This design comes from an exercise in tuning for small area, a short achievable clock period and few clock cycles per item on the open sky130 flow, not from production work.

== the previous run ==
// top
module top ( x0_node0, x1_node0, x2_node0, x3_node0,
x0_node1, x1_node1, x2_node1, x3_node1,
x0_node2, x1_node2, x2_node2, x3_node2,
x0_node3, x1_node3, x2_node3, x3_node3,
w04, w14, w24, w34,
w05, w15, w25, w35,
w06, w16, w26, w36,
w07, w17, w27, w37,
w48, w58, w68, w78,
w49, w59, w69, w79,
out0_node0, out1_node0,
out0_node1, out1_node1,
out0_node2, out1_node2,
out0_node3, out1_node3,
in_ready,
out10_ready_node0, out11_ready_node0,
out10_ready_node1, out11_ready_node1,
out10_ready_node2, out11_ready_node2,
out10_ready_node3, out11_ready_node3,
clk);
input signed [4:0] x0_node0, x1_node0, x2_node0, x3_node0;
input signed [4:0] x0_node1, x1_node1, x2_node1, x3_node1;
input signed [4:0] x0_node2, x1_node2, x2_node2, x3_node2;
input signed [4:0] x0_node3, x1_node3, x2_node3, x3_node3;
input signed [4:0] w04, w14, w24, w34;
input signed [4:0] w05, w15, w25, w35;
input signed [4:0] w06, w16, w26, w36;
input signed [4:0] w07, w17, w27, w37;
input signed [4:0] w48, w58, w68, w78;
input signed [4:0] w49, w59, w69, w79;
input clk;
input in_ready;
output logic signed [20:0] out0_node0, out1_node0;
output logic signed [20:0] out0_node1, out1_node1;
output logic signed [20:0] out0_node2, out1_node2;
output logic signed [20:0] out0_node3, out1_node3;
output logic out10_ready_node0, out11_ready_node0;
output logic out10_ready_node1, out11_ready_node1;
output logic out10_ready_node2, out11_ready_node2;
output logic out10_ready_node3, out11_ready_node3;
  logic rdy;
  logic [11:0] h_n0_j0;
  logic [11:0] h_n0_j1;
  logic [11:0] h_n0_j2;
  logic [11:0] h_n0_j3;
  logic [11:0] h_n1_j0;
  logic [11:0] h_n1_j1;
  logic [11:0] h_n1_j2;
  logic [11:0] h_n1_j3;
  logic [11:0] h_n2_j0;
  logic [11:0] h_n2_j1;
  logic [11:0] h_n2_j2;
  logic [11:0] h_n2_j3;
  logic [11:0] h_n3_j0;
  logic [11:0] h_n3_j1;
  logic [11:0] h_n3_j2;
  logic [11:0] h_n3_j3;
  logic [4:0] w48_r;
  logic [4:0] w49_r;
  logic [4:0] w58_r;
  logic [4:0] w59_r;
  logic [4:0] w68_r;
  logic [4:0] w69_r;
  logic [4:0] w78_r;
  logic [4:0] w79_r;
  wire _n1 = ~(x0_node0[0] & w04[0]);
  wire _n2 = ~(x0_node0[0] & w04[1]);
  wire _n3 = ~(x0_node0[0] & w04[2]);
  wire _n4 = ~(x0_node0[0] & w04[3]);
  ...
Size in the first run: about 10,000 cells after synthesis, about 230 flip-flops, ~0.12 mm2 of cells after synthesis.
Settings: LEC_CHECK=0, CAP_MARGIN=20, CORE_MARGIN=2, CORE_UTILIZATION=45, PLACE_DENSITY=0.6, SETUP_SLACK_MARGIN=3.0, SLEW_MARGIN=20, SYNTH_HIERARCHICAL=1, SYNTH_MINIMUM_KEEP_SIZE=0; clock period 15.0 ns.
standard.sh (not shown) runs the stock make flow with config.mk's settings and CLKGATE_MAP_FILE= SYNTH_SCRIPT=/design/flow/synth_recipe.tcl, a recipe that flattens the netlist after the stock synthesis.
==> flow/flow/run.sh <==
#!/bin/bash
# The standard layout (the standard.sh, standard synthesis unchanged), with the port
# buffers that placement inserts made plain buf_4 cells instead of the default
# delay buffer (clkdlybuf4s50_1). Every port still gets its own buffer.
set -euo pipefail
bash standard.sh 'BUFFER_PORTS_ARGS=-buffer_cell sky130_fd_sc_hd__buf_4' finish > make_finish.log 2>&1
The previous run finished every step from synthesis to the final layout, and the layout passed the timing, DRC and antenna checks.
Edits applied to the flow inputs when going from the previous run to the current run:
-- flow/config.mk --
<<< the previous run, line 12
export SETUP_SLACK_MARGIN = 3.0
>>> the current run, line 12
export SETUP_SLACK_MARGIN = 3.5
==> run notes <==
The current run completed end to end with timing, DRC and antenna clean.
The previous run: flow completed, timing, DRC and antenna clean
Higher final instance area goes to the current run over the previous run.
From the previous run to the current run the numbers moved as follows: global-route wire length before repair now sits higher; final standard cell count with taps included and fillers excluded increased 1.5%; sequential share of layout area moved down.
No functional check of the RTL was part of any run of this note.

afterwards: timing with drivers on the ports:
The results above use ideal ports. As a check the final layouts listed here were re-extracted and re-timed, cells and wires unchanged. Step 1: set_driving_cell puts a clkbuf_16 on clk and a buf_2 on each other input, an assumption about the parent block. Step 2, shift: input delay + t, output delay - t, t = (earliest + latest rising clock arrival at the registers) / 2. This alone moves slack from input paths to output paths. Three values: ideal, step 1, step 2; two values: the first two.
| run | t (ns) | setup slack, ns | latest minus earliest clock arrival (ns) |
|---|---|---|---|
| the previous run | 0.690 | 3.154 / 3.077 / 3.125 | 0.085 / 0.085 |
| the current run | 0.696 | 3.674 / 3.590 / 3.115 | 0.076 / 0.076 |
After both steps setup and hold are still met in every run listed. The setup slack of the current run, which loses most, moves by -0.084 ns with the drivers and by -0.559 ns with both steps.
